Context: an optimization exercise on an open-source flow, tuned for small area. The choices shown serve that exercise and are no tape-out recipe. Only simulation tests tie the RTL to the original design; equivalence was not proved. The clock cells of runs 2 to 7 come from the design's own scripts or RTL, not from TritonCTS. The clock input has no modelled driver; a real chip could not lean on it and would need a root buffer or a full tree. No activity file was given, so power comes from the tool's default toggle rates.

===== flow/config.mk =====
export PLATFORM = sky130hd
export DESIGN_NAME = uart_core
export DESIGN_NICKNAME = uart_core
export VERILOG_FILES = /design/flow/design.v
export SDC_FILE = /design/flow/constraint.sdc
export NUM_CORES = 4
export LEC_CHECK = 0
export CAP_MARGIN = 0
export CORE_MARGIN = 2
export CORE_UTILIZATION = 40
export GPL_TIMING_DRIVEN = 0
export SLEW_MARGIN = 0

===== flow/constraint.sdc =====
create_clock -name core_clock -period 10.0 [get_ports {clk}]
set_input_delay 2.0000 -clock core_clock [delete_from_list [all_inputs] [get_ports {clk}]]
set_output_delay 2.0000 -clock core_clock [all_outputs]
set_load 0.01 [all_outputs]

===== flow/design.v =====
module uart_core
#(
	parameter DATA_BITS=8
	,parameter BAUD_BITS=16
	,parameter ERR_BITS=2
	,parameter UART_ADDR_BITS=8
	,parameter UART_DATA_BITS=32
)
(
	input wire clk  
	,input wire nRst  
	,input wire [UART_ADDR_BITS-1:0] addrIn  
	,input wire [UART_DATA_BITS-1:0] dataIn  
	,output wire [UART_DATA_BITS-1:0] dataOut  
	,input wire wr  
	,input wire valid  
	,output wire ready  
	,output wire irq  
	,output reg uartTxLine  
	,input wire uartRxLine  
);
	wire a00=(addrIn==8'h00);
	wire a04=(addrIn==8'h04);
	wire a08=(addrIn==8'h08);
	wire a0C=(addrIn==8'h0C);
	wire a10=(addrIn==8'h10);
	wire a14=(addrIn==8'h14);
	wire a18=(addrIn==8'h18);
	wire a1C=(addrIn==8'h1C);
	wire a24=(addrIn==8'h24);
	wire aOther=~(a00|a04|a08|a0C|a10|a14|a18|a1C|a24);
	wire wv=valid&wr;
	reg [7:0] txData;	 
	reg txStart;
	reg enTx;
	reg enRx;
	reg testMode;
	reg cfgParity;
	reg cfgStop;
	reg cfgOs;
	reg [15:1] cfgDiv;
	reg rstTxIn,rstTxD,rstTx;
	reg rstRxIn,rstRxD,rstRx;
	reg [7:0] intMask;
	reg [3:0] intClr;
	reg txBusyIntr;
	reg [7:0] dOut;
	reg [3:0] intPend;
	localparam TX_IDLE=4'd14;
	reg [3:0] txc;
	reg txPar;
	wire txBusy=(txc!=TX_IDLE);
	wire txBusyAll=txBusy|txStart;
	localparam RX_IDLE=4'd15;
	reg [3:0] rxc;
	reg [7:0] rxData;
	reg rxPar;
	reg rxR1,rxR2;
	reg rxOsStart;
	reg [1:0] rxErr;
	wire rxBusy=(rxc!=RX_IDLE);
	wire rxReady=rxR1^rxR2;
	assign ready=1'b1;
	assign dataOut={24'd0,dOut};
	assign irq=|intPend;
	wire txWrite=wv&a00&enTx;
	always @(posedge clk)
		if(txWrite&~txBusyAll)
			txData<=dataIn[7:0];
	always @(posedge clk)
	begin
		rstTxD<=rstTxIn;
		rstRxD<=rstRxIn;
		txBusyIntr<=txWrite&txBusyAll;
		intClr<=(wv&a24)? dataIn[3:0]:4'd0;
		if(wv&a08&~(txBusy|rxBusy))
		begin
			cfgOs<=dataIn[16];
			cfgParity<=dataIn[17];
			cfgStop<=dataIn[18];
		end
	end
	always @(posedge clk,negedge nRst)
	begin
		if(~nRst)
		begin
			txStart<=0;
			enTx<=0;
			enRx<=0;
			testMode<=0;
			cfgDiv<=0;
			rstTxIn<=0;
			rstTx<=1;
			rstRxIn<=0;
			rstRx<=1;
			intMask<=0;
			dOut<=0;
			intPend<=0;
		end
		else
		begin
			rstTx<=rstTxIn&~rstTxD;
			rstRx<=rstRxIn&~rstRxD;
			if(txWrite&~txBusyAll)
				txStart<=1;
			else if(txBusy)
				txStart<=0;
			intPend<=(~intClr)&(intPend|(intMask[3:0]&{txBusyIntr,rxErr,rxReady}));
			if(wv&a08&~(txBusy|rxBusy))
				cfgDiv<=dataIn[15:1];
			if(wv&a0C)
			begin
				if(dataIn[0])
					enTx<=1;
				else if(~txBusy)
					enTx<=0;
				if(dataIn[1])
					enRx<=1;
				else if(~rxBusy)
					enRx<=0;
				testMode<=&dataIn[2:0];
			end
			if(wv&a10)
			begin
				rstTxIn<=~dataIn[0];
				rstRxIn<=~dataIn[1];
			end
			if(wv&a1C)
				intMask<=dataIn[7:0];
			if(valid)
			begin
				if(aOther)
					dOut<=8'd0;
				else if(~wr)
				begin
					if(a04&enRx)
						dOut<=rxData&{8{rxR1}};
					else if(a0C)
						dOut<={3'd0,testMode,rstRx,rstTx,enRx,enTx};
					else if(a14)
						dOut<={5'd0,rxReady,rxBusy,txBusyAll};
					else if(a18)
						dOut<={4'd0,intPend};
					else if(a1C)
						dOut<=intMask;
				end
			end
		end
	end
	reg [15:0] bCnt;
	reg bLevel;
	reg [3:0] bTx;
	wire [14:0] half=cfgDiv[15:1];
	wire [16:0] bInc={1'b0,bCnt}+17'd1;
	wire bWrap=(half!=15'd0)&(bInc>={2'b0,half});
	wire tickRx=bWrap&~bLevel;
	wire tickTx=tickRx&(cfgOs? (bTx==4'b0111):(bTx[2:0]==3'b011));
	always @(posedge clk,negedge nRst)
	begin
		if(~nRst)
		begin
			bCnt<=0;
			bLevel<=0;
			bTx<=0;
		end
		else
		begin
			if(bWrap)
			begin
				bCnt<=0;
				bLevel<=~bLevel;
			end
			else
				bCnt<=bInc[15:0];
			if(tickRx)
				bTx<=bTx+4'd1;
		end
	end
	wire txBit=txData[txc[2:0]];
	always @(posedge clk)
		if(tickTx)
		begin
			if(txc==4'd15)
				txPar<=cfgParity;
			else if(~txc[3])
				txPar<=txPar^txBit;
		end
	always @(posedge clk,negedge nRst)
	begin
		if(~nRst)
		begin
			txc<=TX_IDLE;
			uartTxLine<=1;
		end
		else if(rstTx)
		begin
			txc<=TX_IDLE;
			uartTxLine<=1;
		end
		else if(tickTx)
		begin
			case(txc)
				4'd14: begin
					uartTxLine<=1;
					if(txStart)
						txc<=4'd15;
				end
				4'd15: begin
					uartTxLine<=0;
					txc<=4'd0;
				end
				4'd8: begin
					uartTxLine<=txPar;
					txc<=4'd9;
				end
				4'd9: begin
					uartTxLine<=1;
					txc<=4'd10;
				end
				4'd10: begin
					txc<=cfgStop? 4'd11:TX_IDLE;
				end
				4'd11,4'd12,4'd13: begin
					txc<=TX_IDLE;
				end
				default: begin
					uartTxLine<=txBit;
					txc<=txc+4'd1;
				end
			endcase
		end
	end
	wire rxLine=testMode? uartTxLine:uartRxLine;
	reg [4:0] osCnt;
	reg osOp;		 
	reg osM0,osM1,osM2;
	reg osReady;
	reg osFirst;
	wire osActive=rxOsStart|osReady;
	wire sBit=(osM0&osM1)|(osM1&osM2)|(osM2&osM0);
	wire [4:0] smb=osFirst? (osOp? 5'd15:5'd7):(osOp? 5'd7:5'd3);
	wire osAtM1=(osCnt==smb-5'd1);
	wire osAtMid=(osCnt==smb);
	wire osAtP1=(osCnt==smb+5'd1);
	always @(posedge clk)
		if(tickRx)
			osOp<=cfgOs;
	always @(posedge clk)
		if(tickRx&osActive&osAtMid)
			osM1<=rxLine;
	always @(posedge clk)
	begin
		if(rstRx)
		begin
			osCnt<=0;
			osM0<=0;
			osM2<=0;
			osReady<=0;
			osFirst<=0;
		end
		else if(tickRx&osActive)
		begin
			if(osAtM1)
				osM0<=rxLine;
			if(osAtP1)
				osM2<=rxLine;
			if(osAtMid)
			begin
				osReady<=1;
				osCnt<=0;
				osFirst<=1;
			end
			else
			begin
				osReady<=0;
				osCnt<=osCnt+5'd1;
			end
		end
	end
	always @(posedge clk)
	begin
		if(rstRx)
		begin
			rxOsStart<=0;
			rxErr<=0;
		end
		else if(tickRx)
		begin
			if(rxc==RX_IDLE)
			begin
				if(~rxLine)
				begin
					rxOsStart<=1;
					if(osReady&~sBit)
						rxErr<=0;
				end
			end
			else if(rxc>=4'd10)
			begin
				if(rxPar)
					rxErr<=2'd1;
				else if(osReady&(rxc<(cfgStop? 4'd12:4'd11))&~sBit)
					rxErr<=2'd2;
			end
		end
	end
	always @(posedge clk)
		if(tickRx&osReady&(rxc<4'd8))
			rxData<={sBit,rxData[7:1]};
	always @(posedge clk)
		if(tickRx)
		begin
			if(rxc==RX_IDLE)
				rxPar<=0;
			else if(rxc==4'd9)
				rxPar<=rxPar^cfgParity;
			else if(osReady&(rxc<4'd9))
				rxPar<=rxPar^sBit;
		end
	always @(posedge clk,negedge nRst)
	begin
		if(~nRst)
		begin
			rxc<=RX_IDLE;
			rxR1<=0;
			rxR2<=0;
		end
		else if(rstRx)
		begin
			rxc<=RX_IDLE;
			rxR1<=0;
			rxR2<=0;
		end
		else if(tickRx)
		begin
			rxR2<=rxR1;
			if(rxc==RX_IDLE)
			begin
				if(~rxLine)
				begin
					if(osReady&~sBit)
					begin
						rxc<=4'd0;
						rxR1<=0;
						rxR2<=0;
					end
				end
			end
			else if(rxc<4'd9)
			begin
				if(osReady)
					rxc<=rxc+4'd1;
			end
			else if(rxc==4'd9)
				rxc<=4'd10;
			else
			begin
				if(rxPar)
				begin
					rxc<=RX_IDLE;
				end
				else if(osReady)
				begin
					if(rxc<(cfgStop? 4'd12:4'd11))
					begin
						if(sBit)
							rxc<=rxc+4'd1;
						else
							rxc<=RX_IDLE;
					end
					else
					begin
						rxR1<=1;
						rxc<=RX_IDLE;
					end
				end
			end
		end
	end
endmodule

===== flow/flow/run.sh =====
#!/bin/bash
# Own layout flow: the standard flow (standard.sh) with two changes:
#  1. after the standard synthesis, the combinational logic is re-mapped by
#     ABC for area (flow/remap.ys); every register keeps its instance, name
#     and cell type from the standard synthesis;
#  2. port buffers are sky130_fd_sc_hd__buf_1 instead of the default choice;
#  3. clock tree synthesis without dummy loads (CTS_ARGS);
#  4. constant outputs share the synthesis's tie cells (SKIP_REPAIR_TIE_FANOUT).
# Each tool's output goes to a log file in the work folder.
set -euo pipefail
W=$(pwd)
R=$W/orfs/results/$FLOW_PLATFORM/uart_core/base
LIB=$FLOW_HOME/platforms/$FLOW_PLATFORM/lib/sky130_fd_sc_hd__tt_025C_1v80.lib
YOSYS=${YOSYS_EXE:-$(command -v yosys || echo "$FLOW_HOME/../tools/install/yosys/bin/yosys")}
export BUFFER_PORTS_ARGS="-buffer_cell sky130_fd_sc_hd__buf_1"
export CTS_ARGS="-sink_clustering_enable -repair_clock_nets -buf_list sky130_fd_sc_hd__clkbuf_8 -dont_use_dummy_load"
export SKIP_REPAIR_TIE_FANOUT=1

bash standard.sh synth > "$W/flow_1_synth.log" 2>&1

cp "$R/1_2_yosys.v" "$W/1_2_yosys_standard.v"
MAP="strash;dch,-f;amap;strash;dch,-f;amap;strash;dch,-f;amap;topo"
SCRIPTS=(
  "$MAP"
  "rewrite,-z;refactor,-z;rewrite,-z;$MAP"
  "rewrite,-z;refactor,-z;resub,-z;rewrite,-z;$MAP"
  "rewrite,-z;refactor,-z;resub,-z;rewrite,-z;resub,-z;refactor,-z;rewrite,-z;$MAP"
  "rewrite,-z;refactor,-z;resub,-z;rewrite,-z;resub,-K,8,-N,2,-z;refactor,-z;resub,-K,10,-N,2,-z;rewrite,-z;$MAP"
  "rewrite,-z;refactor,-z;rewrite,-z;rewrite,-z;refactor,-z;rewrite,-z;$MAP"
  "dch,-f;if,-K,4;mfs2,-a;strash;rewrite,-z;refactor,-z;$MAP"
)
# each script is checked by ABC's own equivalence check (cec) against its input
best=""; bestArea=""
for i in "${!SCRIPTS[@]}"; do
  sed -e "s#@LIB@#$LIB#g" -e "s#@IN@#$W/1_2_yosys_standard.v#" -e "s#@OUT@#$W/remap_$i.v#" \
    -e "s#@SCRIPT@#+strash;write_blif,$W/remap_in_$i.blif;${SCRIPTS[$i]};cec,$W/remap_in_$i.blif#" \
    "$W/flow/remap.ys" > "$W/remap_$i.ys"
  if "$YOSYS" -s "$W/remap_$i.ys" > "$W/flow_2_remap_$i.log" 2>&1 && [[ -s "$W/remap_$i.v" ]] \
    && grep -q "Networks are equivalent" "$W/flow_2_remap_$i.log" \
    && ! grep -qi "not equivalent" "$W/flow_2_remap_$i.log"; then
    a=$(python3 "$W/flow/area.py" "$LIB" "$W/remap_$i.v")
    echo "remap script $i: area $a" >> "$W/flow_2_remap.log"
    if [[ -z "$bestArea" ]] || python3 -c "import sys; sys.exit(0 if $a < $bestArea else 1)"; then
      best=$i; bestArea=$a
    fi
  fi
done
echo "kept remap script $best: area $bestArea" >> "$W/flow_2_remap.log"
[[ -n "$best" ]]
cp "$W/remap_$best.v" "$W/1_2_yosys_remap.v"
cp "$W/1_2_yosys_remap.v" "$R/1_2_yosys.v"
touch "$R/1_2_yosys.v"

bash standard.sh > "$W/flow_3_layout.log" 2>&1

===== flow/flow/area.py =====
# Standard-cell area of a mapped netlist (cells counted by name from the liberty file).
import re, sys
lib = open(sys.argv[1]).read()
area = {m.group(1): float(m.group(2)) for m in re.finditer(
    r'cell\s*\(\s*"?(\w+)"?\s*\)\s*\{.*?area\s*:\s*([\d.]+)', lib, re.S)}
net = open(sys.argv[2]).read()
cells = re.findall(r'^\s*(sky130_fd_sc_hd__\w+)\s', net, re.M)
print(f"{sum(area[c] for c in cells):.4f}")

===== flow/flow/remap.ys =====
# Area re-mapping of the combinational logic of the standard synthesis netlist.
# Registers (and tie cells) stay the very instances the standard synthesis made,
# with their names and cell types; only the logic between them is re-mapped by
# ABC with an area-oriented script (no buffering or upsizing). run.sh tries
# several scripts and keeps the smallest result.
read_liberty -ignore_miss_func @LIB@
read_verilog -sv @IN@
hierarchy -top uart_core
setattr -mod -set keep_hierarchy 1 sky130_fd_sc_hd__df* sky130_fd_sc_hd__edf* sky130_fd_sc_hd__sdf* sky130_fd_sc_hd__dl* sky130_fd_sc_hd__conb_1
flatten
opt_clean -purge
abc -liberty @LIB@ -dont_use sky130_fd_sc_hd__probe_p_8 -dont_use sky130_fd_sc_hd__probec_p_8 -dont_use sky130_fd_sc_hd__lpflow_bleeder_1 -dont_use sky130_fd_sc_hd__lpflow_clkbufkapwr_1 -dont_use sky130_fd_sc_hd__lpflow_clkbufkapwr_16 -dont_use sky130_fd_sc_hd__lpflow_clkbufkapwr_2 -dont_use sky130_fd_sc_hd__lpflow_clkbufkapwr_4 -dont_use sky130_fd_sc_hd__lpflow_clkbufkapwr_8 -dont_use sky130_fd_sc_hd__lpflow_clkinvkapwr_1 -dont_use sky130_fd_sc_hd__lpflow_clkinvkapwr_16 -dont_use sky130_fd_sc_hd__lpflow_clkinvkapwr_2 -dont_use sky130_fd_sc_hd__lpflow_clkinvkapwr_4 -dont_use sky130_fd_sc_hd__lpflow_clkinvkapwr_8 -dont_use sky130_fd_sc_hd__lpflow_decapkapwr_12 -dont_use sky130_fd_sc_hd__lpflow_decapkapwr_3 -dont_use sky130_fd_sc_hd__lpflow_decapkapwr_4 -dont_use sky130_fd_sc_hd__lpflow_decapkapwr_6 -dont_use sky130_fd_sc_hd__lpflow_decapkapwr_8 -dont_use sky130_fd_sc_hd__lpflow_inputiso0n_1 -dont_use sky130_fd_sc_hd__lpflow_inputiso0p_1 -dont_use sky130_fd_sc_hd__lpflow_inputiso1n_1 -dont_use sky130_fd_sc_hd__lpflow_inputiso1p_1 -dont_use sky130_fd_sc_hd__lpflow_inputisolatch_1 -dont_use sky130_fd_sc_hd__lpflow_isobufsrc_1 -dont_use sky130_fd_sc_hd__lpflow_isobufsrc_16 -dont_use sky130_fd_sc_hd__lpflow_isobufsrc_2 -dont_use sky130_fd_sc_hd__lpflow_isobufsrc_4 -dont_use sky130_fd_sc_hd__lpflow_isobufsrc_8 -dont_use sky130_fd_sc_hd__lpflow_isobufsrckapwr_16 -dont_use sky130_fd_sc_hd__lpflow_lsbuf_lh_hl_isowell_tap_1 -dont_use sky130_fd_sc_hd__lpflow_lsbuf_lh_hl_isowell_tap_2 -dont_use sky130_fd_sc_hd__lpflow_lsbuf_lh_hl_isowell_tap_4 -dont_use sky130_fd_sc_hd__lpflow_lsbuf_lh_isowell_4 -dont_use sky130_fd_sc_hd__lpflow_lsbuf_lh_isowell_tap_1 -dont_use sky130_fd_sc_hd__lpflow_lsbuf_lh_isowell_tap_2 -dont_use sky130_fd_sc_hd__lpflow_lsbuf_lh_isowell_tap_4 -dont_use sky130_fd_sc_hd__fill_1 -dont_use sky130_fd_sc_hd__fill_2 -dont_use sky130_fd_sc_hd__fill_4 -dont_use sky130_fd_sc_hd__fill_8 -script @SCRIPT@
opt_clean -purge
hilomap -singleton -hicell sky130_fd_sc_hd__conb_1 HI -locell sky130_fd_sc_hd__conb_1 LO
# left out here: clean up, clear keep_hierarchy
select uart_core
stat
write_verilog -noattr -nohex -nodec -selected @OUT@

===== flow/standard.sh =====
#!/bin/bash
# synth_recipe.tcl (not shown) runs the flow's synth.tcl, then flattens the netlist and writes it again
# the make line also repeats each setting of config.mk as NAME=value (left out here)
make -C /OpenROAD-flow-scripts/flow DESIGN_CONFIG=/design/flow/config.mk WORK_HOME=/design/flow/orfs CLKGATE_MAP_FILE= SYNTH_SCRIPT=/design/flow/synth_recipe.tcl "${@:-finish}"

==> flow_metrics.tcl, run 1 <==
set metrics [dict create \
    detail-route-antenna-nets 0 \
    power_uw 901.9 \
    synth_warnings 1 \
    powerDensity_nw_per_um2 157.0 \
    first_pass_iters 4 \
    grt_usage_pct 17.83 \
    syn_nets 581 \
    first_iter_violations 266 \
    cp_common_cell "clkinv_1" \
    finalNonFillerCells 770 \
    drc 0 \
    fp.dieH_um 116.7 \
    slowest_stage "nor3_1" \
    start_kind "register" \
    clk_pin_slew_ns 0.07 \
    cts_tree "done" \
    rows 41 \
    finalSetupViolCount 0 \
    cts_buffer_depth 2 \
    wl_per_cell_um 14.00 \
    hpwl_um 8238 \
    core_area_um2 12520 \
    syn_inst 536 \
    hold_viol 0 \
    nNetsFinal 645 \
    placed_area_um2 5512 \
    dp.cells 753 \
    antenna_found_initial 0 \
    gp_congestion 0.8583 \
    p_leak_nw 2.237 \
    worstHoldPathType "register to register" \
    crit_buf_inv 14 \
    vias 4054 \
    finalCritPeriodShare_pct 64.57 \
    die_area_um2 13620 \
    worstPathMaxFanout 10 \
    diodes 0 \
    hold_ws_ns 0.3360 \
    ir_drop_mv 0.09217 \
    setup-tns-final_ns 0 \
    avgSynthCellArea_um2 9.477 \
    critical_path.top_delay_family "simple AND/OR/NAND/NOR gates" \
    cts.sinks 117 \
    clkLatencyLatePin_ns 0.42 \
    cts.htree.levels 4 \
    wl_um 10780 \
    postCtsSetupRepairBufs 0 \
    critical_path_class "register to register" \
    final_area_um2 5746 \
    skew_ns 0.01872 \
    max_freq_mhz 154.9 \
    grt-ovfl-total 0 \
    rsz0062_at_grt "no" \
    final-max-slew-violation-count 0 \
    grt_pass1_vias 3920 \
    maxSlewHeadroom_pct 14.44 \
    synthesis.area_um2 5080 \
    cpPeakStageDelay_ns 0.98 \
    cts_root_buf "clkbuf_8" \
    io-pin-count 80 \
    port_buffers 41 \
    syn2layout_area_growth_pct 13.10 \
    start_util_pct 40.58 \
    die_w_um 116.7 \
    grt_pass1_wl_um 18510 \
    maxCapViolations 0 \
    grt_max_degree 39 \
    cts_resized 0 \
    cts_buffers 17 \
    hold_buffers 0 \
    worstMarginPinSlew_ns 1.274 \
    viasPerCell 5.265 \
    fin_crit_ns 6.457 \
    status "finished clean" \
    worstPathRequired_ns 10.32 \
    cp-end-kind "register" \
    arrival_ns 6.78 \
    drive_gt1_share_pct 5.518 \
]
==> metrics by stage <==
stage / setup slack [ns] / util [%]
2_1_floorplan: 4.166 / -
3_3_place_gp: 2.340 / 43.53
3_5_place_dp: 3.504 / 44.03
4_1_cts: 3.448 / 45.90
5_1_grt: 2.524 / 45.90
6_report: 3.543 / 45.90
==> path summary, 6_finish.rpt <==
| check | start | endpoint | slack (ns) | cells past startpoint |
|---|---|---|---|---|
| max in group asynchronous | nRst | txc[2] | 7.89 | 3 |
| min reg2reg | rstRxD | rstRx | 0.34 | 1 |
| max | bCnt[0] | txc[3] | 3.54 | 41 |
| max reg2reg | bCnt[0] | txc[3] | 3.54 | 41 |
| min | rstRxD | rstRx | 0.34 | 1 |
| min in group asynchronous | nRst | dOut[3] | 1.38 | 1 |
==> cell type report <==
class / instances / area, µm²
fillers: 1264 / 6771
flip-flops and latches: 117 / 2960
multi-input cells: 349 / 1863
inverters: 70 / 262.8
clock buffers: 17 / 234.0
well taps: 172 / 215.2
repair buffers: 45 / 210.2
==> registers in the layout, indices dropped and copies added (netlist names), 2 cells and up <==
signal / cells
bCnt: 16
bTx: 4
cfgDiv: 15
dOut: 8
intClr: 4
intMask: 8
intPend: 4
osCnt: 5
rxData: 8
rxErr: 2
rxc: 4
txData: 8
txc: 4
==> cells in the final DEF, fill, tap and decap left out, drive strengths merged, types with 17 or more instances in the layout <==
cell type	n
dfxtp	19
o21ai	41
buf	45
nor2	102
clkinv	70
clkbuf	17
nand2	43
edfxtp	23
a21oi	28
dfrtp	65
==> per-layer routing <==
| layer | track usage [%] | up-vias | wire, µm |
|---|---|---|---|
| li1 | - | 2031 | - |
| met1 | 22.77 | 1899 | 4832 |
| met2 | 28.55 | 109 | 5205 |
| met3 | 4.515 | 15 | 555 |
| met4 | 8.314 | 0 | 184 |
| met5 | 0 | - | 0 |
==> where the power goes <==
part           leakage [nW]  total, mW  internal [mW]  switching [mW]
registers              1.32      0.519          0.506          0.0131
clock network         0.122      0.298          0.149           0.150
logic                 0.795     0.0842         0.0325          0.0517
total                  2.24      0.902          0.688           0.214
==> run 2, diff against run 1 <==
--- a/flow/flow/run.sh
+++ b/flow/flow/run.sh
@@ -1,3 +1,3 @@
 #!/bin/bash
-# Own layout flow: the standard flow (standard.sh) with two changes:
+# Own layout flow: the standard flow (standard.sh) with these changes:
 #  1. after the standard synthesis, the combinational logic is re-mapped by
@@ -6,3 +6,4 @@
 #  2. port buffers are sky130_fd_sc_hd__buf_1 instead of the default choice;
-#  3. clock tree synthesis without dummy loads (CTS_ARGS);
+#  3. a small clock tree of its own in place of TritonCTS (flow/cts.tcl):
+#     the clock port drives 4 clkbuf_16, each feeding a cluster of flip-flops;
 #  4. constant outputs share the synthesis's tie cells (SKIP_REPAIR_TIE_FANOUT).
@@ -15,3 +16,2 @@
 export BUFFER_PORTS_ARGS="-buffer_cell sky130_fd_sc_hd__buf_1"
-export CTS_ARGS="-sink_clustering_enable -repair_clock_nets -buf_list sky130_fd_sc_hd__clkbuf_8 -dont_use_dummy_load"
 export SKIP_REPAIR_TIE_FANOUT=1
@@ -53,2 +53,9 @@
 
-bash standard.sh > "$W/flow_3_layout.log" 2>&1
+bash standard.sh place > "$W/flow_3_place.log" 2>&1
+
+MCTS_RESULTS="$R" MCTS_LIB="$LIB" MCTS_NBUF=4 MCTS_BUF=sky130_fd_sc_hd__clkbuf_16 MCTS_CLK=clk \
+  openroad -no_init -exit "$W/flow/cts.tcl" > "$W/flow_4_cts.log" 2>&1
+cp "$R/4_1_cts.odb" "$R/4_cts.odb"
+touch "$R/4_cts.sdc"
+
+bash standard.sh > "$W/flow_5_layout.log" 2>&1
==> flow/flow/cts.tcl (new file) <==
# Clock tree step in place of ORFS's TritonCTS step (4_1_cts): reads the
# placed design, builds the clock tree of cts_manual.tcl, legalizes the new
# buffers and writes the results the rest of the standard flow reads.
set R $::env(MCTS_RESULTS)
read_liberty $::env(MCTS_LIB)
read_db $R/3_place.odb
read_sdc $R/3_place.sdc
source $::env(FLOW_HOME)/platforms/$::env(FLOW_PLATFORM)/setRC.tcl
source [file join [file dirname [info script]] cts_manual.tcl]
set_placement_padding -global -left 0 -right 0
detailed_placement
check_placement -verbose
set_propagated_clock [all_clocks]
estimate_parasitics -placement
report_clock_skew
report_worst_slack -min
report_worst_slack -max
set mx 0
foreach p [get_pins -hierarchical */CLK] {
  set s [get_property $p slew_max]
  if {$s > $mx} { set mx $s }
}
puts "manual cts: largest flip-flop clock-pin slew (placement estimate) $mx"
write_db $R/4_1_cts.odb
write_sdc -no_timestamp $R/4_cts.sdc
==> flow/flow/cts_manual.tcl (new file) <==
# Manual clock tree: the clock port drives MCTS_NBUF clock buffers directly,
# each placed at the centre of a balanced k-means cluster of flip-flop clock
# pins. Replaces TritonCTS, whose H-tree is far larger than this design needs.
set nbuf $::env(MCTS_NBUF)
set bufm $::env(MCTS_BUF)
set db [ord::get_db]
set block [ord::get_db_block]
set clkNet [$block findNet $::env(MCTS_CLK)]
set master [$db findMaster $bufm]

set sinks {}
foreach it [$clkNet getITerms] {
  set inst [$it getInst]
  set bb [$inst getBBox]
  set x [expr {([$bb xMin] + [$bb xMax]) / 2.0}]
  set y [expr {([$bb yMin] + [$bb yMax]) / 2.0}]
  lappend sinks [list $it $x $y]
}
set n [llength $sinks]
puts "manual cts: $n sinks, $nbuf buffers of $bufm"

# seeds spread along the sinks sorted by x+y
set sorted [lsort -real -command {apply {{a b} {expr {([lindex $a 1]+[lindex $a 2]) < ([lindex $b 1]+[lindex $b 2]) ? -1 : 1}}}} $sinks]
set cx {}; set cy {}
for {set k 0} {$k < $nbuf} {incr k} {
  set s [lindex $sorted [expr {int(($k + 0.5) * $n / $nbuf)}]]
  lappend cx [lindex $s 1]; lappend cy [lindex $s 2]
}
set cap [expr {int(ceil(double($n) / $nbuf)) + 2}]
for {set iter 0} {$iter < 50} {incr iter} {
  # balanced assignment: nearest centre with room left, closest pairs first
  set pairs {}
  set i 0
  foreach s $sinks {
    for {set k 0} {$k < $nbuf} {incr k} {
      set dx [expr {[lindex $s 1] - [lindex $cx $k]}]
      set dy [expr {[lindex $s 2] - [lindex $cy $k]}]
      lappend pairs [list [expr {abs($dx) + abs($dy)}] $i $k]
    }
    incr i
  }
  set pairs [lsort -real -index 0 $pairs]
  set assign [lrepeat $n -1]
  set cnt [lrepeat $nbuf 0]
  foreach p $pairs {
    lassign $p d i k
    if {[lindex $assign $i] >= 0} continue
    if {[lindex $cnt $k] >= $cap} continue
    lset assign $i $k
    lset cnt $k [expr {[lindex $cnt $k] + 1}]
  }
  set sx [lrepeat $nbuf 0.0]; set sy [lrepeat $nbuf 0.0]
  for {set i 0} {$i < $n} {incr i} {
    set k [lindex $assign $i]
    lset sx $k [expr {[lindex $sx $k] + [lindex $sinks $i 1]}]
    lset sy $k [expr {[lindex $sy $k] + [lindex $sinks $i 2]}]
  }
  for {set k 0} {$k < $nbuf} {incr k} {
    if {[lindex $cnt $k] > 0} {
      lset cx $k [expr {[lindex $sx $k] / [lindex $cnt $k]}]
      lset cy $k [expr {[lindex $sy $k] / [lindex $cnt $k]}]
    }
  }
}
puts "manual cts: cluster sizes $cnt"

for {set k 0} {$k < $nbuf} {incr k} {
  set inst [odb::dbInst_create $block $master "mcts_buf_$k"]
  set net [odb::dbNet_create $block "mcts_net_$k"]
  $net setSigType CLOCK
  [$inst findITerm A] connect $clkNet
  [$inst findITerm X] connect $net
  set w [$master getWidth]; set h [$master getHeight]
  $inst setLocation [expr {int([lindex $cx $k] - $w / 2)}] [expr {int([lindex $cy $k] - $h / 2)}]
  $inst setPlacementStatus PLACED
}
for {set i 0} {$i < $n} {incr i} {
  set it [lindex $sinks $i 0]
  set k [lindex $assign $i]
  $it disconnect
  $it connect [$block findNet "mcts_net_$k"]
}
==> run 2 against run 1 <==
  * Synthesized area unchanged
  * Flip-flop and latch count unchanged
  * Sequential share of layout area increased by 1.2 points
  * Highest routed layer unchanged
  * Worst setup slack got worse by 0.035 ns
  * Largest power group unchanged
  * Synthesized cell count unchanged
  * Utilization decreased by 1.1 points
  * First-iteration DRC count increased by 1.1%
  * Via count decreased by 2.1%
==> flow_metrics.tcl, run 2 <==
set metrics [dict create \
    syn_nets 581 \
    fillers 1279 \
    io-pin-count 80 \
    die_area_um2 13620 \
    antenna_found_initial 0 \
    p_leak_nw 2.164 \
    rsz0062_at_grt "no" \
    powerDensity_nw_per_um2 141.7 \
    cp_common_cell "clkinv_1" \
    gp_congestion 0.8583 \
    diodes 0 \
    worstHoldPathType "register to register" \
    clk_pin_slew_ns 0.12 \
    start_kind "register" \
    crit_buf_inv 14 \
    grt_max_degree 39 \
    avgSynthCellArea_um2 9.477 \
    grt_pass1_wl_um 18210 \
    fp.dieH_um 116.7 \
    port_buffers 41 \
    drc 0 \
    drive_gt1_share_pct 3.419 \
    nNetsFinal 632 \
    first_iter_violations 269 \
    largest_reg_flops 16 \
    synth_warnings 1 \
    finalSetupViolCount 0 \
    max_freq_mhz 154.0 \
    finalCritPeriodShare_pct 64.92 \
    synthesis.area_um2 5080 \
    cpPeakStageDelay_ns 1.00 \
    syn2layout_area_growth_pct 10.47 \
    syn_inst 536 \
    setup-tns-final_ns 0 \
    slowest_stage "nor3_1" \
    maxSlewHeadroom_pct 13.00 \
    arrival_ns 6.58 \
    placed_area_um2 5512 \
    layout_commonest_cell "nor2_1" \
    fin_crit_ns 6.492 \
    grt_pass1_vias 3815 \
    grt-ovfl-total 0 \
    reg.largest.list "bCnt: 16 flops, cfgDiv: 15 flops" \
    skew_ns 0.02731 \
    hold_viol 0 \
    first_pass_iters 4 \
    finalWorstSetupSlack_ns 3.508 \
    top_register "bCnt" \
    maxCapViolations 0 \
    status "finished clean" \
    dp_worst_setup_slack_ns 3.504 \
    finalNonFillerCells 757 \
    wl_um 10720 \
    final_cell_mix "102 x nor2_1, 70 x clkinv_1, 65 x dfrtp_1" \
    worstPathMaxFanout 10 \
    vias 3968 \
    viasPerCell 5.242 \
    final-max-slew-violation-count 0 \
    core_area_um2 12520 \
    wl_per_cell_um 14.16 \
    ir_drop_mv 0.1323 \
    finish.utilization_pct 44.83 \
    rows 41 \
    die_w_um 116.7 \
    detail-route-antenna-nets 0 \
    grt_usage_pct 16.34 \
    clkLatencyLatePin_ns 0.18 \
    worstPathRequired_ns 10.09 \
    hpwl_um 8238 \
    critical_path_class "register to register" \
    worstMarginPinSlew_ns 1.295 \
    critical_path.top_delay_family "simple AND/OR/NAND/NOR gates" \
    cp-end-kind "register" \
    dp.cells 753 \
    start_util_pct 40.58 \
    final_area_um2 5612 \
]
==> run 2: routing by layer <==
layer  share of wire (%)  global-route usage, %
met3                 3.3                  1.090
met5                   0                      0
met4                 1.4                  2.510
met2                  48                  28.48
met1                  47                  22.99
==> run 2: final timing paths <==
path,from,endpoint,slack [ns],cells past startpoint
max,bCnt[0],txc[3],3.51,41
min,rstRxD,rstRx,0.34,1
max reg2reg,bCnt[0],txc[3],3.51,41
min reg2reg,rstRxD,rstRx,0.34,1
max in group asynchronous,nRst,rxc[1],7.66,3
min in group asynchronous,nRst,dOut[3],1.59,1
==> run 2: per-stage QoR <==
| stage | hold slack (ns) | total power [mW] |
|---|---|---|
| 2_1_floorplan | 0.3232 | 0.5837 |
| 3_3_place_gp | 0.3260 | 0.6085 |
| 3_5_place_dp | 0.3294 | 0.6133 |
| 5_1_grt | 0.3644 | 0.8354 |
| 6_report | 0.3440 | 0.7949 |
==> run 2: cell type report <==
| class | count | area, µm² | share of cell area (%) |
|---|---|---|---|
| timing repair buffer | 45 | 210.2 | 3.746 |
| tap | 172 | 215.2 | 3.835 |
| buffer | 4 | 100.1 | 1.784 |
| multi-input combinational | 349 | 1863 | 33.20 |
| inverter | 70 | 262.8 | 4.682 |
| sequential | 117 | 2960 | 52.75 |
==> run 2: power breakdown <==
| group | total [mW] | internal [mW] | switching (mW) | leakage [nW] |
|---|---|---|---|---|
| sequential | 0.518 | 0.505 | 0.0131 | 1.32 |
| clock | 0.192 | 0.0744 | 0.118 | 0.0493 |
| combinational | 0.0845 | 0.0325 | 0.0520 | 0.795 |
==> run 3, diff against run 2 <==
--- a/flow/design.v
+++ b/flow/design.v
@@ -152,2 +152,3 @@
 	reg [3:0] bTx;
+	reg bFirst;
 	wire [14:0] half=cfgDiv[15:1];
@@ -157,2 +158,8 @@
 	wire tickTx=tickRx&(cfgOs? (bTx==4'b0111):(bTx[2:0]==3'b011));
+	wire bClr=bWrap|bFirst;
+	always @(posedge clk)
+	begin
+		bCnt<=(bInc[15:0]&{16{~bClr}})|{15'd0,bFirst};
+		bLevel<=~bFirst&(bLevel^bWrap);
+	end
 	always @(posedge clk,negedge nRst)
@@ -161,4 +168,3 @@
 		begin
-			bCnt<=0;
-			bLevel<=0;
+			bFirst<=1;
 			bTx<=0;
@@ -167,9 +173,3 @@
 		begin
-			if(bWrap)
-			begin
-				bCnt<=0;
-				bLevel<=~bLevel;
-			end
-			else
-				bCnt<=bInc[15:0];
+			bFirst<=0;
 			if(tickRx)
--- a/flow/config.mk
+++ b/flow/config.mk
@@ -9,3 +9,3 @@
 export CORE_MARGIN = 2
-export CORE_UTILIZATION = 40
+export CORE_UTILIZATION = 50
 export GPL_TIMING_DRIVEN = 0
==> run 3 against run 2 <==
  * Final area is 1.5% lower
  * Combinational power shrank 22%
  * Cell count is 3.3% lower
  * Synthesized area shrank 0.49%
  * Flip-flop and latch count is 1 higher
  * Largest cell class unchanged
==> flow_metrics.tcl, run 3 <==
set metrics [dict create \
    arrival_ns 5.57 \
    core_area_um2 9774 \
    worstMarginPinSlew_ns 0.9935 \
    slowest_stage "a2111oi_0" \
    cp_common_cell "nand2_1" \
    syn_nets 596 \
    start_util_pct 51.72 \
    r2r_slack_ns 4.51 \
    vias 4086 \
    maxCapViolations 0 \
    rows 36 \
    clk_pin_slew_ns 0.12 \
    final_area_um2 5525 \
    max_freq_mhz 182.0 \
    largest_reg_flops 16 \
    hpwl_um 8645 \
    start_kind "register" \
    layout_commonest_cell "nor2_1" \
    synthesis.area_um2 5055 \
    clockPowerShare_pct 24.7 \
    grt-ovfl-total 0 \
    cpPeakStageDelay_ns 0.69 \
    syn2layout_area_growth_pct 9.307 \
    final-max-slew-violation-count 0 \
    swShare_pct 22.26 \
    powerDensity_nw_per_um2 140.6 \
    whs_path_depth 1 \
    switchingPower_uw 173.0 \
    dp.cells 728 \
    finalCritPeriodShare_pct 54.95 \
    viasPerCell 5.582 \
    first_iter_violations 271 \
    antenna_found_initial 0 \
    wl_per_cell_um 15.49 \
    placed_area_um2 5420 \
    final_cell_mix "104 x nor2_1, 69 x clkinv_1, 52 x nand2_1" \
    power_uw 777.1 \
    avgSynthCellArea_um2 9.174 \
    skew_ns 0.03231 \
    wl_um 11340 \
    r2r-end "osM2" \
    fin_crit_ns 5.495 \
    finalWorstSetupSlack_ns 4.505 \
    gp_congestion 0.8940 \
    cp-end-kind "register" \
    drive_gt1_share_pct 3.506 \
    nNetsFinal 646 \
    worstHoldPathType "register to register" \
    ir_drop_mv 0.1604 \
    reg2regPathDepth 36 \
    fillers 932 \
    p_leak_nw 2.072 \
    synth_warnings 1 \
    reg2reg_from "bCnt[0]" \
    grt_pass1_vias 3821 \
    grt_usage_pct 20.94 \
    die_w_um 104.5 \
    worstPathRequired_ns 10.07 \
    fp.dieH_um 104.5 \
    critical_path_class "register to register" \
    die_area_um2 10930 \
    finalSetupViolCount 0 \
    intPower_uw 604.1 \
    finalNonFillerCells 732 \
    hold_end "rstRx" \
    port_buffers 41 \
    p_seq_share_pct 66.8 \
    detail-route-antenna-nets 0 \
    top_register "bCnt" \
    clkLatencyLatePin_ns 0.18 \
    dp_worst_setup_slack_ns 4.426 \
    diodes 0 \
    setup-tns-final_ns 0 \
    hp-start "rstRxD" \
    power_frac_comb_pct 8.5 \
    drc 0 \
    reg.largest.list "bCnt: 16 flops, cfgDiv: 15 flops" \
    maxSlewHeadroom_pct 33.26 \
    rsz0062_at_grt "no" \
    syn_inst 551 \
    io-pin-count 80 \
    grt_max_degree 36 \
    first_pass_iters 5 \
    grt_pass1_wl_um 18970 \
    worstPathMaxFanout 10 \
    hold_viol 0 \
    status "finished clean" \
]
run 3: cell types whose count changed in the layout (fill, tap and decap cells not counted), sizes merged, moves of 3 or more:
cell    delta
o21ai      +9
a31oi      +5
a221oi     -5
o21bai     -3
a211oi     -3
dfxtp     +17
a32oi      -3
o221ai     +3
a22oi      +5
dfrtp     -17
nand2      +9
run 3: final cells by class:
cell class              count  area, µm²  share of cell area [%]
inverters                  69      259.0                   4.687
plain buffers               4      100.1                   1.812
flip-flops and latches    118       2902                   52.51
multi-input cells         364       1904                   34.47
well taps                 133      166.4                   3.012
repair buffers             44      193.9                   3.510
run 3: stage by stage:
stage	utilization [%]	hold slack, ns
after floorplan	-	0.3232
after global placement	54.99	0.3287
after detailed placement	55.45	0.3274
after global routing	56.53	0.3565
final	56.53	0.3455
run 3: how the worst max path moves through the flow:
stage / start / end / slack [ns] / cells past startpoint
floorplan: addrIn[6] / cfgDiv[10] / 4.80 / 6
global placement: addrIn[6] / cfgDiv[15] / 3.26 / 7
detailed placement: bCnt[0] / osM2 / 4.43 / 38
global route: bCnt[0] / osM2 / 3.74 / 38
finish: bCnt[0] / osM2 / 4.51 / 36
run 3: critical path, delay by kind of cell (launching register included):
kind | cells | cell delay (ns)
compound gates | 11 | 2.20
simple gates | 16 | 1.84
buf+inv | 9 | 0.98
flops | 1 | 0.39
run 3: metal layers:
metal | vias to the layer above | track usage, % | share of wire, %
met2 | 102 | 36.79 | 50
li1 | 2051 | - | -
met3 | 18 | 1.435 | 4.5
met5 | - | 0 | 0
met1 | 1915 | 29.14 | 44
met4 | 0 | 3.378 | 1.8
run 3: power groups by stage:
stage                     clock network (mW)  registers [mW]  logic (mW)
after floorplan                            0           0.524      0.0417
after global placement                     0           0.528      0.0640
after detailed placement                   0           0.529      0.0661
after global routing                   0.213           0.522      0.0752
final                                  0.192           0.519      0.0657
==> run 4, diff against run 3 <==
--- a/flow/config.mk
+++ b/flow/config.mk
@@ -9,3 +9,3 @@
 export CORE_MARGIN = 2
-export CORE_UTILIZATION = 50
+export CORE_UTILIZATION = 80
 export GPL_TIMING_DRIVEN = 0
==> run 4 against run 3 <==
  * Critical endpoint is now txc[3]
  * Via count up 13%
  * Clock skew down 0.016 ns
  * First-iteration DRC count up 76%
  * Cell count down 7.9%
  * Highest routed layer unchanged
  * Hold slack better by 0.0086 ns
  * Worst setup slack worse by 0.47 ns
  * Sequential share of layout area up 0.75 points
  * Utilization up 34 points
  * Still clean on timing, DRC and antenna
  * Die area down 36%
  * Combinational power up 5.0%
  * Final area down 1.4%
==> flow_metrics.tcl, run 4 <==
set metrics [dict create \
    status "finished clean" \
    synthesis.area_um2 5055 \
    ir_drop_mv 0.2002 \
    io-pin-count 80 \
    final-max-slew-violation-count 0 \
    viasPerCell 6.859 \
    r2r-end "txc[3]" \
    final_cell_mix "104 x nor2_1, 69 x clkinv_1, 52 x nand2_1" \
    first_iter_violations 477 \
    worstPathMaxFanout 6 \
    synth_warnings 1 \
    placed_area_um2 5348 \
    finalNonFillerCells 674 \
    grt-ovfl-total 0 \
    slowest_stage "o21ai_0" \
    critical_path_class "register to register" \
    max_freq_mhz 167.7 \
    diodes 0 \
    cp-end-kind "register" \
    drive_gt1_share_pct 3.339 \
    nNetsFinal 646 \
    start_kind "register" \
    grt_usage_pct 36.69 \
    reg2reg_from "bCnt[0]" \
    syn2layout_area_growth_pct 7.772 \
    syn_nets 596 \
    hp-start "rstTxD" \
    core_area_um2 6026 \
    skew_ns 0.01671 \
    wl_per_cell_um 19.01 \
    finalSetupViolCount 0 \
    maxSlewHeadroom_pct 14.86 \
    dp_worst_setup_slack_ns 4.449 \
    reg.largest.list "bCnt: 16 flops, cfgDiv: 15 flops" \
    cpPeakStageDelay_ns 0.38 \
    final_area_um2 5448 \
    finalCritPeriodShare_pct 59.62 \
    hold_end "rstTx" \
    powerDensity_nw_per_um2 143.5 \
    clkLatencyLatePin_ns 0.17 \
    r2r_slack_ns 4.04 \
    rows 28 \
    clk_pin_slew_ns 0.10 \
    antenna_found_initial 0 \
    worstPathRequired_ns 10.09 \
    fin_crit_ns 5.962 \
    maxCapViolations 0 \
    hold_viol 0 \
    layout_commonest_cell "nor2_1" \
    rsz0062_at_grt "no" \
    reg2regPathDepth 40 \
    whs_path_depth 1 \
    grt_pass1_wl_um 21090 \
    worstMarginPinSlew_ns 1.267 \
    avgSynthCellArea_um2 9.174 \
    port_buffers 41 \
    die_area_um2 6971 \
    drc 0 \
    start_util_pct 83.89 \
    power_uw 781.5 \
    grt_pass1_vias 4452 \
    top_register "bCnt" \
    fp.dieH_um 83.49 \
    arrival_ns 6.05 \
    syn_inst 551 \
    wl_um 12810 \
    largest_reg_flops 16 \
    p_leak_nw 2.071 \
    vias 4623 \
    grt_max_degree 41 \
    die_w_um 83.49 \
    hold_ws_ns 0.3541 \
    hpwl_um 9059 \
    finish.utilization_pct 90.41 \
    first_pass_iters 5 \
    worstHoldPathType "register to register" \
    dp.cells 670 \
    setup-tns-final_ns 0 \
    gp_congestion 0.9739 \
    finalWorstSetupSlack_ns 4.038 \
    detail-route-antenna-nets 0 \
]
-- run 4: final cells by class --
class	count	area [µm²]
repair buffers	44	193.9
multi-input cells	364	1899
fillers	271	578.1
inverters	69	259.0
plain buffers	4	100.1
well taps	75	93.84
flip-flops and latches	118	2902
-- run 4: how the worst max path moves through the flow --
stage,from,to,cells after the start
finish,bCnt[0],txc[3],40
global route,bCnt[0],txc[3],40
detailed placement,bCnt[0],osM2,38
global placement,addrIn[6],cfgDiv[14],7
floorplan,addrIn[6],cfgDiv[10],6
-- run 4: critical path: cells and delay by family, from the launching register on --
kind	cells	cell delay, ns
buffers and inverters	12	1.10
AND/OR/NAND/NOR	18	2.49
flip-flops	1	0.36
AO/OA/AOI/OAI	10	1.90
-- run 4: power by group --
| group | total [mW] | leakage (nW) | internal [mW] | switching, mW |
|---|---|---|---|---|
| Clock | 0.193 | 0.0493 | 0.0745 | 0.119 |
| Combinational | 0.0690 | 0.779 | 0.0243 | 0.0447 |
| Sequential | 0.519 | 1.24 | 0.505 | 0.0140 |
-- run 4: routing by layer --
layer | global-route usage [%] | wire length, µm
met1 | 47.79 | 4600
met2 | 63.93 | 6153
met3 | 4.748 | 1440
met4 | 13.05 | 615
met5 | 0 | 0
==> run 5, diff against run 4 <==
--- a/flow/config.mk
+++ b/flow/config.mk
@@ -9,3 +9,3 @@
 export CORE_MARGIN = 2
-export CORE_UTILIZATION = 80
+export CORE_UTILIZATION = 70
 export GPL_TIMING_DRIVEN = 0
==> run 5 against run 4 <==
  * Clock power fell by 3%
  * Clock skew increased by 0.0025 ns
  * Maximum frequency up 5.1%
  * Cell count increased by 3.1%
  * Critical endpoint is now osM2
  * Still clean on timing, DRC and antenna
  * Synthesized cell count unchanged
  * Hold slack got worse by 0.011 ns
  * Critical path depth shrank 2
  * Global-route usage is 7.7 points lower
  * Worst setup slack better by 0.29 ns
  * Sequential share of layout area decreased by 0.26 points
  * Final area rose by 0.48%
  * Highest routed layer unchanged
==> flow_metrics.tcl, run 5 <==
set metrics [dict create \
    status "finished clean" \
    clockPowerShare_pct 24.2 \
    hold_viol 0 \
    vias 4261 \
    avgSynthCellArea_um2 9.174 \
    wl_um 11100 \
    clkLatencyLatePin_ns 0.17 \
    worstHoldPathType "register to register" \
    start_util_pct 73.19 \
    diodes 0 \
    viasPerCell 6.131 \
    first_iter_violations 291 \
    die_w_um 88.98 \
    hpwl_um 8415 \
    maxCapViolations 0 \
    synthesis.area_um2 5055 \
    detail-route-antenna-nets 0 \
    synth_warnings 1 \
    syn_nets 596 \
    first_pass_iters 5 \
    drc 0 \
    rows 30 \
    p_seq_share_pct 67.3 \
    slowest_stage "a2111oi_0" \
    arrival_ns 5.74 \
    ir_drop_mv 0.1893 \
    grt_pass1_wl_um 18160 \
    switchingPower_uw 167.7 \
    core_area_um2 6907 \
    final_cell_mix "104 x nor2_1, 69 x clkinv_1, 52 x nand2_1" \
    seqCellArea_um2 2902 \
    port_buffers 41 \
    grt-ovfl-total 0 \
    worstPathMaxFanout 10 \
    skew_ns 0.01918 \
    intPower_uw 603.9 \
    wl_per_cell_um 15.96 \
    grt_max_degree 35 \
    cp-end-kind "register" \
    syn_inst 551 \
    fillers 467 \
    finalSetupViolCount 0 \
    worstMarginPinSlew_ns 1.216 \
    gp_congestion 0.9222 \
    wl_met1_um 4673 \
    cpPeakStageDelay_ns 0.74 \
    power_frac_comb_pct 8.5 \
    reg.largest.list "bCnt: 16 flops, cfgDiv: 15 flops" \
    multi_input_area_um2 1899 \
    rsz0062_at_grt "no" \
    critical_path_class "register to register" \
    maxSlewHeadroom_pct 18.28 \
    wl_met3_um 797 \
    power_uw 771.6 \
    final-max-slew-violation-count 0 \
    largest_reg_flops 16 \
    antenna_found_initial 0 \
    syn2layout_area_growth_pct 8.292 \
    fp.dieH_um 88.98 \
    swShare_pct 21.74 \
    hold_ws_ns 0.3428 \
    grt_pass1_vias 3887 \
    worstPathRequired_ns 10.06 \
    grt_usage_pct 29.02 \
    setup-tns-final_ns 0 \
    p_leak_nw 2.071 \
    fin_crit_ns 5.674 \
    powerDensity_nw_per_um2 140.9 \
    die_area_um2 7917 \
    finalCritPeriodShare_pct 56.74 \
    drive_gt1_share_pct 3.339 \
    top_register "bCnt" \
    clk_pin_slew_ns 0.11 \
    nNetsFinal 646 \
    dr.max_layer_used "met4" \
    start_kind "register" \
    met2_length_um 5220 \
    layout_commonest_cell "nor2_1" \
    max_freq_mhz 176.2 \
    io-pin-count 80 \
]
-- run 5: cell type report --
cell class                      count  area share [%]
Multi-Input combinational cell    364           34.70
Sequential cell                   118           53.01
Inverter                           69           4.731
Timing Repair Buffer               44           3.543
Buffer                              4           1.829
Tap cell                           96           2.194
-- run 5: critical path, delay by kind of cell, from the launching register on --
kind,cells,cell delay [ns]
buf+inv,11,1.07
flops,1,0.35
simple gates,16,1.71
compound gates,11,2.37
-- run 5: final timing paths --
check,startpoint,endpoint,slack [ns],depth (start not counted)
max,bCnt[0],osM2,4.33,38
min,rstTxD,rstTx,0.34,1
max reg2reg,bCnt[0],osM2,4.33,38
min reg2reg,rstTxD,rstTx,0.34,1
max in group asynchronous,nRst,rstRx,7.41,2
min in group asynchronous,nRst,cfgDiv[1],1.90,1
-- run 5: power by group through the flow --
| stage | Sequential [mW] | Clock (mW) | Combinational [mW] |
|---|---|---|---|
| after floorplan | 0.524 | 0 | 0.0417 |
| after global placement | 0.527 | 0 | 0.0613 |
| after detailed placement | 0.528 | 0 | 0.0648 |
| after global routing | 0.522 | 0.206 | 0.0736 |
| final | 0.519 | 0.187 | 0.0659 |
-- run 5: through the flow --
step | instances | instance area (µm²) | util (%) | worst slack (ns)
2_1_floorplan | 551 | 5055 | - | 4.802
3_3_place_gp | 688 | 5329 | 77.16 | 3.397
3_5_place_dp | 691 | 5374 | 77.81 | 4.499
5_1_grt | 695 | 5474 | 79.26 | 3.596
6_report | 695 | 5474 | 79.26 | 4.326
-- run 5: layer usage --
metal	global-route usage, %	up-vias
met5	0	-
met4	9.634	0
met3	2.585	26
met2	48.17	197
met1	41.07	1982
li1	-	2056
==> run 6, diff against run 5 <==
--- a/flow/config.mk
+++ b/flow/config.mk
@@ -9,3 +9,3 @@
 export CORE_MARGIN = 2
-export CORE_UTILIZATION = 70
+export CORE_UTILIZATION = 60
 export GPL_TIMING_DRIVEN = 0
==> run 6 against run 5 <==
  * Clock skew decreased by 0.0051 ns
  * Die area increased by 16%
  * Flip-flop and latch count unchanged
  * Sequential power about the same
  * Cell count increased by 1.3%
  * Hold slack improved by 0.0089 ns
  * First-iteration DRC count decreased by 25%
  * Via count decreased by 3.7%
  * Utilization decreased by 12 points
  * Synthesized cell count unchanged
  * Maximum frequency increased by 7.1%
  * Highest routed layer unchanged
==> flow_metrics.tcl, run 6 <==
set metrics [dict create \
    status "finished clean" \
    cp-end-kind "register" \
    rows 33 \
    fillers 667 \
    arrival_ns 5.32 \
    power_frac_comb_pct 8.7 \
    hpwl_um 8734 \
    fp.dieH_um 95.79 \
    layout_commonest_cell "nor2_1" \
    reg.largest.list "bCnt: 16 flops, cfgDiv: 15 flops" \
    worstPathMaxFanout 9 \
    grt_pass1_wl_um 18420 \
    diodes 0 \
    worstPathRequired_ns 10.02 \
    synth_warnings 1 \
    dp_worst_setup_slack_ns 4.608 \
    core_area_um2 8175 \
    clockPowerShare_pct 24.3 \
    final_cell_mix "104 x nor2_1, 69 x clkinv_1, 52 x nand2_1" \
    ir_drop_mv 0.1493 \
    hold_viol 0 \
    finalWorstSetupSlack_ns 4.703 \
    maxCapViolations 0 \
    hp-start "rstRxD" \
    swShare_pct 21.92 \
    largest_reg_flops 16 \
    finalCritPeriodShare_pct 52.97 \
    critical_path_class "input pin to register" \
    final-max-slew-violation-count 0 \
    rsz0062_at_grt "no" \
    first_iter_violations 219 \
    switchingPower_uw 169.6 \
    powerDensity_nw_per_um2 141.0 \
    setup-tns-final_ns 0 \
    gp_congestion 0.9679 \
    port_buffers 41 \
    viasPerCell 5.830 \
    r2r_slack_ns 4.80 \
    synthesis.area_um2 5055 \
    drc 0 \
    p_seq_share_pct 67.1 \
    maxSlewHeadroom_pct 11.92 \
    io-pin-count 80 \
    wl_um 11230 \
    intPower_uw 603.9 \
    p_leak_nw 2.071 \
    grt_pass1_vias 3835 \
    syn_inst 551 \
    nNetsFinal 646 \
    syn2layout_area_growth_pct 8.515 \
    reg2regPathDepth 38 \
    skew_ns 0.01408 \
    worstMarginPinSlew_ns 1.311 \
    r2r-end "osM2" \
    max_freq_mhz 188.8 \
    finalNonFillerCells 704 \
    die_area_um2 9175 \
    finish.utilization_pct 67.10 \
    top_register "bCnt" \
    hold_end "rstRx" \
    antenna_found_initial 0 \
    avgSynthCellArea_um2 9.174 \
    fin_crit_ns 5.297 \
    start_kind "input pin" \
    hold_ws_ns 0.3517 \
    grt-ovfl-total 0 \
    first_pass_iters 5 \
    detail-route-antenna-nets 0 \
    finalSetupViolCount 0 \
    clkLatencyLatePin_ns 0.17 \
    syn_nets 596 \
    dp.cells 700 \
    met2_usage_pct 43.76 \
    busiest_layer "met2" \
    die_w_um 95.79 \
    whs_path_depth 1 \
    drive_gt1_share_pct 3.339 \
    reg2reg_from "bCnt[0]" \
    grt_util_met1_pct 36.25 \
    grt_usage_pct 25.30 \
    clk_pin_slew_ns 0.11 \
    grt_max_degree 35 \
    vias 4104 \
    worstHoldPathType "register to register" \
    start_util_pct 61.83 \
    wl_per_cell_um 15.95 \
    met3_usage_pct 1.958 \
]
-- run 6: worst max path at each step --
stage               from          to  slack [ns]  cells after the start
2_1_floorplan  addrIn[6]  cfgDiv[10]        4.80                      6
3_3_place_gp   addrIn[6]  cfgDiv[14]        3.35                      7
3_5_place_dp   addrIn[6]     dOut[7]        4.61                     12
5_1_grt          bCnt[0]        osM2        3.76                     38
6_report       addrIn[6]     dOut[7]        4.70                     12
-- run 6: routing by layer --
metal,up-vias,part of all wire [%]
li1,2051,-
met1,1942,46
met2,100,48
met3,11,5.0
met4,0,1.3
met5,-,0
-- run 6: per-stage QoR --
stage | area, µm² | power [mW]
after floorplan | 5055 | 0.5661
after global placement | 5340 | 0.5925
after detailed placement | 5385 | 0.5952
after global routing | 5485 | 0.8040
final | 5485 | 0.7734
-- run 6: power groups by stage --
stage | combinational [mW] | sequential [mW] | clock [mW]
global route | 0.0752 | 0.521 | 0.207
floorplan | 0.0417 | 0.524 | 0
detailed placement | 0.0663 | 0.529 | 0
global placement | 0.0644 | 0.528 | 0
finish | 0.0669 | 0.519 | 0.188
-- run 6: critical path: stages --
cell and delay, ns:
buf_1 0.06, or4_1 0.53, nor2_1 0.27, nand2_1 0.25
nand2_1 0.22, nor2_1 0.08, nand3_1 0.20, and3_1 0.31
a21oi_1 0.09, o21ai_0 0.72, or2_0 0.40, o21ai_0 0.18
-- run 6: layout make-up --
type,instances,area (µm²),share of cell area (%)
sequential,118,2902,52.90
inverter,69,259.0,4.722
tap,105,131.4,2.395
buffer,4,100.1,1.825
multi-input combinational,364,1899,34.63
timing repair buffer,44,193.9,3.536
==> run 7, diff against run 6 <==
--- a/flow/design.v
+++ b/flow/design.v
@@ -40,3 +40,4 @@
 	reg cfgOs;
-	reg [15:1] cfgDiv;
+	reg [15:1] cfgDiv;	 
+	reg cfgSet;
 	reg rstTxIn,rstTxD,rstTx;
@@ -77,2 +78,3 @@
 		begin
+			cfgDiv<=dataIn[15:1];
 			cfgOs<=dataIn[16];
@@ -90,3 +92,3 @@
 			testMode<=0;
-			cfgDiv<=0;
+			cfgSet<=0;
 			rstTxIn<=0;
@@ -109,3 +111,3 @@
 			if(wv&a08&~(txBusy|rxBusy))
-				cfgDiv<=dataIn[15:1];
+				cfgSet<=1;
 			if(wv&a0C)
@@ -155,3 +157,3 @@
 	wire [16:0] bInc={1'b0,bCnt}+17'd1;
-	wire bWrap=(half!=15'd0)&(bInc>={2'b0,half});
+	wire bWrap=cfgSet&(half!=15'd0)&(bInc>={2'b0,half});
 	wire tickRx=bWrap&~bLevel;
==> run 7 against run 6 <==
  * Die area is 0.31% higher
  * Sequential power is 2% lower
  * Clock skew rose by 0.0049 ns
  * Critical path depth up 26
  * Global-route usage is 1.1 points lower
  * Via count decreased by 2.5%
==> flow_metrics.tcl, run 7 <==
set metrics [dict create \
    finish.utilization_pct 66.97 \
    worstPathMaxFanout 6 \
    wl_per_cell_um 15.68 \
    drc 0 \
    cp_common_cell "nand2_1" \
    start_kind "register" \
    rsz0062_at_grt "no" \
    antenna_found_initial 0 \
    viasPerCell 5.824 \
    vias 4001 \
    first_iter_violations 204 \
    clkLatencyLatePin_ns 0.18 \
    ir_drop_mv 0.1423 \
    start_util_pct 61.72 \
    status "finished clean" \
    synthesis.area_um2 5071 \
    fin_crit_ns 5.326 \
    maxSlewHeadroom_pct 32.34 \
    synth_warnings 1 \
    slowest_stage "dfxtp_1" \
    io-pin-count 80 \
    worstPathRequired_ns 10.10 \
    die_area_um2 9204 \
    syn_nets 579 \
    max_freq_mhz 187.8 \
    cpPeakStageDelay_ns 0.34 \
    reg2regPathDepth 38 \
    setup-tns-final_ns 0 \
    worstHoldPathType "register to register" \
    seqCellArea_um2 3002 \
    cp-end-kind "register" \
    finalCritPeriodShare_pct 53.26 \
    final-max-slew-violation-count 0 \
    clk_pin_slew_ns 0.11 \
    finalSetupViolCount 0 \
    syn_inst 534 \
    whs_path_depth 1 \
    worstMarginPinSlew_ns 1.007 \
    critical_path_class "register to register" \
    port_buffers 41 \
    grt_max_degree 33 \
    die_w_um 95.94 \
    maxCapViolations 0 \
    layout_commonest_cell "nor2_1" \
    arrival_ns 5.43 \
    p_leak_nw 1.906 \
    hpwl_um 8157 \
    reg.largest.list "bCnt: 16 flops, cfgDiv: 15 flops" \
    grt_pass1_vias 3791 \
    placed_area_um2 5403 \
    syn2layout_area_growth_pct 8.512 \
    diodes 0 \
    final_area_um2 5503 \
    first_pass_iters 5 \
    core_area_um2 8217 \
    fp.dieH_um 95.94 \
    hold_ws_ns 0.3570 \
    drive_gt1_share_pct 3.436 \
    rows 33 \
    grt_usage_pct 24.15 \
    skew_ns 0.01903 \
    top_register "bCnt" \
    final_cell_mix "105 x nor2_1, 76 x clkinv_1, 43 x o21ai_0" \
    grt-ovfl-total 0 \
    detail-route-antenna-nets 0 \
    multi_input_area_um2 1790 \
    nNetsFinal 629 \
    fillers 697 \
    grt_pass1_wl_um 17680 \
    gp_congestion 0.9482 \
    dp.cells 683 \
    hold_viol 0 \
    avgSynthCellArea_um2 9.496 \
    finalNonFillerCells 687 \
    powerDensity_nw_per_um2 133.8 \
    largest_reg_flops 16 \
    wl_um 10780 \
]
-- run 7: final timing paths --
kind | start | end | slack (ns)
worst max-delay path | bCnt[0] | txc[3] | 4.67
worst min-delay path | rstTxD | rstTx | 0.36
worst max register to register | bCnt[0] | txc[3] | 4.67
worst min register to register | rstTxD | rstTx | 0.36
max in group asynchronous | nRst | rxc[3] | 7.59
min in group asynchronous | nRst | txc[0] | 1.81
-- run 7: routing by layer --
layer | GRT usage (%) | routed length (µm)
met5 | 0 | 0
met2 | 42.25 | 4996
met4 | 4.881 | 246
met1 | 33.47 | 4943
met3 | 1.644 | 588
-- run 7: layout make-up --
| cell class | instances | area share (%) |
|---|---|---|
| sequential | 119 | 54.55 |
| buffer | 4 | 1.819 |
| multi-input combinational | 339 | 32.54 |
| timing repair buffer | 44 | 3.524 |
| inverter | 76 | 5.184 |
| tap | 105 | 2.387 |
-- run 7: report_power, final --
part	switching (mW)	internal (mW)	leakage [nW]
Combinational	0.0248	0.0103	0.679
Sequential	0.00418	0.505	1.18
Clock	0.117	0.0744	0.0493
-- run 7: per-stage QoR --
step | worst slack (ns) | power [mW]
floorplan | 4.448 | 0.5367
global placement | 3.429 | 0.5529
detailed placement | 4.715 | 0.5545
global route | 3.920 | 0.7603
finish | 4.674 | 0.7362
-- run 7: worst max-delay path: cells and delay by family, from the launching register on --
kind | cells | cell delay [ns]
buf+inv | 10 | 0.86
compound gates | 8 | 1.42
flops | 1 | 0.34
simple gates | 20 | 2.67

what the ideal ports hide:
How much do the figures lean on ideal ports? The routed layouts below were timed once more, with nothing changed but the port constraints. Step 1 (the two cells are an assumption about what drives the block):
set clk [get_ports {clk}]
set_driving_cell -lib_cell sky130_fd_sc_hd__clkbuf_16 $clk
set_driving_cell -lib_cell sky130_fd_sc_hd__buf_2 [delete_from_list [all_inputs] $clk]
Step 2 also shifts input and output timing later by t, the mid clock arrival at the registers, as if the neighbouring blocks saw the same clock. Slacks: ideal / step 1 / step 2; pairs: ideal / step 1.
run | t, ns | setup WS [ns] | pins driven straight from the clock port
run 1 | 0.448 | 3.543 / 3.543 / 3.543 | 1
run 2 | 0.253 | 3.508 / 3.508 / 3.508 | 4
run 3 | 0.248 | 4.505 / 4.505 / 4.505 | 4
run 4 | 0.248 | 4.038 / 4.038 / 4.038 | 4
run 5 | 0.246 | 4.326 / 4.326 / 4.326 | 4
run 6 | 0.247 | 4.703 / 4.766 / 4.519 | 4
run 7 | 0.249 | 4.674 / 4.674 / 4.674 | 4
After both steps every run listed still meets setup and hold. The setup slack of run 6, which loses most, moves by +0.063 ns with the drivers and by -0.184 ns with both steps.
